This is an optimization exercise on Yosys and OpenROAD, whose aim is small area, a short achievable clock period and few clock cycles, not a production implementation.
In this exercise RTL edits were held to simulation tests only and were not proved equivalent to the original.
Power figures rest on the tool's default switching activity, not on a simulated workload.

amber:
// cpu
module cpu(clk,reset,s,load,in,out,N,V,Z,w);
input clk, reset, s, load;
input [15:0] in;
output [15:0] out;
output N, V, Z, w;
reg [15:0] ir;
reg [15:0] R [0:7];
reg pending;
always @(posedge clk) begin
  if (load) ir <= in;
  pending <= s & ~load & ~reset;
end
wire [15:0] ins = pending ? ir : in;
wire [2:0] opcode = ins[15:13];
wire [1:0] op = ins[12:11];
wire [2:0] rn = ins[10:8];
wire [2:0] rd = ins[7:5];
wire [1:0] sh = ins[4:3];
wire [2:0] rm = ins[2:0];
wire go = ((s & load) | pending) & ~reset;
wire is_movi = (opcode == 3'b110) & (op == 2'b10);
wire is_mov  = (opcode == 3'b110) & (op == 2'b00);
wire is_alu  = (opcode == 3'b101);
wire is_cmp  = is_alu & (op == 2'b01);
wire is_and  = is_alu & (op == 2'b10);
wire writes_c = is_mov | (is_alu & (op != 2'b01));
wire use_a   = is_alu & (op != 2'b11);    
wire inv     = is_alu & op[0];
reg [15:0] p2, g2;
reg a15_2, inv2, and2, wr2, wc2, cmp2;
reg [2:0] wa2;
reg [15:0] c;
reg [2:0] nvz;
wire [15:0] res, out_n;
wire [2:0] nvz_n;
wire [7:0] busy = {8{wr2}} & (8'd1 << wa2);
wire [7:0] sel_n, sel_m;
wire fwd_n, fwd_m;
Instruction_Decoder dec(.pend(pending), .in_n(in[10:8]), .in_m(in[2:0]),
  .ir_n(ir[10:8]), .ir_m(ir[2:0]), .en_n(1'b1), .en_m(1'b1), .busy(busy),
  ...
Size in the first run: roughly 0.010 mm2 of cells after synthesis.
export LEC_CHECK = 0
export CAP_MARGIN = 20
export CORE_MARGIN = 2
export CORE_UTILIZATION = 40
export SETUP_SLACK_MARGIN = 2.5
export SLEW_MARGIN = 20
export SYNTH_HIERARCHICAL = 1
export TNS_END_PERCENT = 0
create_clock -name core_clock -period 5.5 [get_ports {clk}]
standard.sh (not shown) runs the stock make flow with config.mk's settings and CLKGATE_MAP_FILE= SYNTH_SCRIPT=/design/flow/synth_recipe.tcl, a recipe that flattens the netlist after the stock synthesis.
==> flow/flow/run.sh <==
#!/bin/bash
# The standard layout, with plain buffers (rather than the delay cells
# buffer_ports picks by default) on the input and output ports.
set -euo pipefail
bash standard.sh BUFFER_PORTS_ARGS="-buffer_cell sky130_fd_sc_hd__buf_2" finish > standard.log 2>&1
amber: flow completed, timing, DRC and antenna clean
Testbench counts of amber, summed over its fixed seeds: cycles 24,064.
Input changes introduced in tundra (baseline for comparison: amber):
diff --git a/flow/config.mk b/flow/config.mk
--- a/flow/config.mk
+++ b/flow/config.mk
@@ -9,4 +9,7 @@
 export CORE_MARGIN = 2
 export CORE_UTILIZATION = 40
+export CTS_BUF_LIST = sky130_fd_sc_hd__clkbuf_8
+export CTS_CLUSTER_DIAMETER = 50
+export CTS_CLUSTER_SIZE = 16
 export SETUP_SLACK_MARGIN = 2.5
 export SLEW_MARGIN = 20
--- outcome ---
Looking at routed wire length across both flows, tundra is the stronger of the two, with amber trailing. tundra against amber: number of gates resized after cts went up by about 6%; sequential share of layout area +1.1 points; maximum frequency went down; first-pass GRT wire length rose about 0.7%. Higher areal power density over the cells was reported by amber, not tundra. Of tundra and amber, the higher relative contribution of combinational cells to total power belongs to tundra. On static leakage, tundra does better than amber.


Another version of the RTL of cpu (not shown whole).
Size: ~210 flip-flops, ~40 I/O pins, about 10000 um^2 of cells after synthesis.
export LEC_CHECK = 0
export CAP_MARGIN = 20
export CORE_MARGIN = 2
export CORE_UTILIZATION = 40
export CTS_BUF_LIST = sky130_fd_sc_hd__clkbuf_8
export CTS_CLUSTER_DIAMETER = 50
export CTS_CLUSTER_SIZE = 16
export PLACE_DENSITY = 0.7
export SETUP_SLACK_MARGIN = 2.5
export SLEW_MARGIN = 20
export SYNTH_HIERARCHICAL = 1
export TNS_END_PERCENT = 0
create_clock -name core_clock -period 5.5 [get_ports {clk}]
Scripts as last shown in full above: flow/flow/run.sh
Testbench counts at the start, summed over its fixed seeds: cycles 24,064.
Edit:
- PLACE_DENSITY: 0.7 -> 0.92
=> Setup slack got worse by 0.31 ns; design area grows by about 1.1%; total power barely changes; global-route usage grows by 0.14 points; sequential share of layout area shrinks by 0.54 points; sequential power is about the same.

## re-timing with driven ports
The results above use ideal ports. As a check the final layouts listed here were re-extracted and re-timed, cells and wires unchanged. Step 1, drivers: a clkbuf_16 drives clk and a buf_2 each remaining input, both assumed. Step 2 also shifts input and output timing later by t, the mid clock arrival at the registers, as if the neighbouring blocks saw the same clock. a / b / c = ideal ports / drivers / drivers and shift; a / b = the first two.
run	t, ns	slack for setup (ns)	clock arrival spread, ns	worst slew at a driven data input, ns
amber	0.556	2.362 / 2.354 / 1.814	0.015 / 0.015	0.05
tundra	0.603	2.310 / 2.267 / 1.767	0.021 / 0.020	0.04
the first run of note 2	0.599	2.360 / 2.317 / 1.891	0.041 / 0.041	0.04
the second run of note 2	0.591	2.046 / 2.002 / 1.663	0.025 / 0.025	0.05
After both steps every run listed still meets setup and hold. The setup slack of amber, which loses most, moves by -0.008 ns with the drivers and by -0.548 ns with both steps.
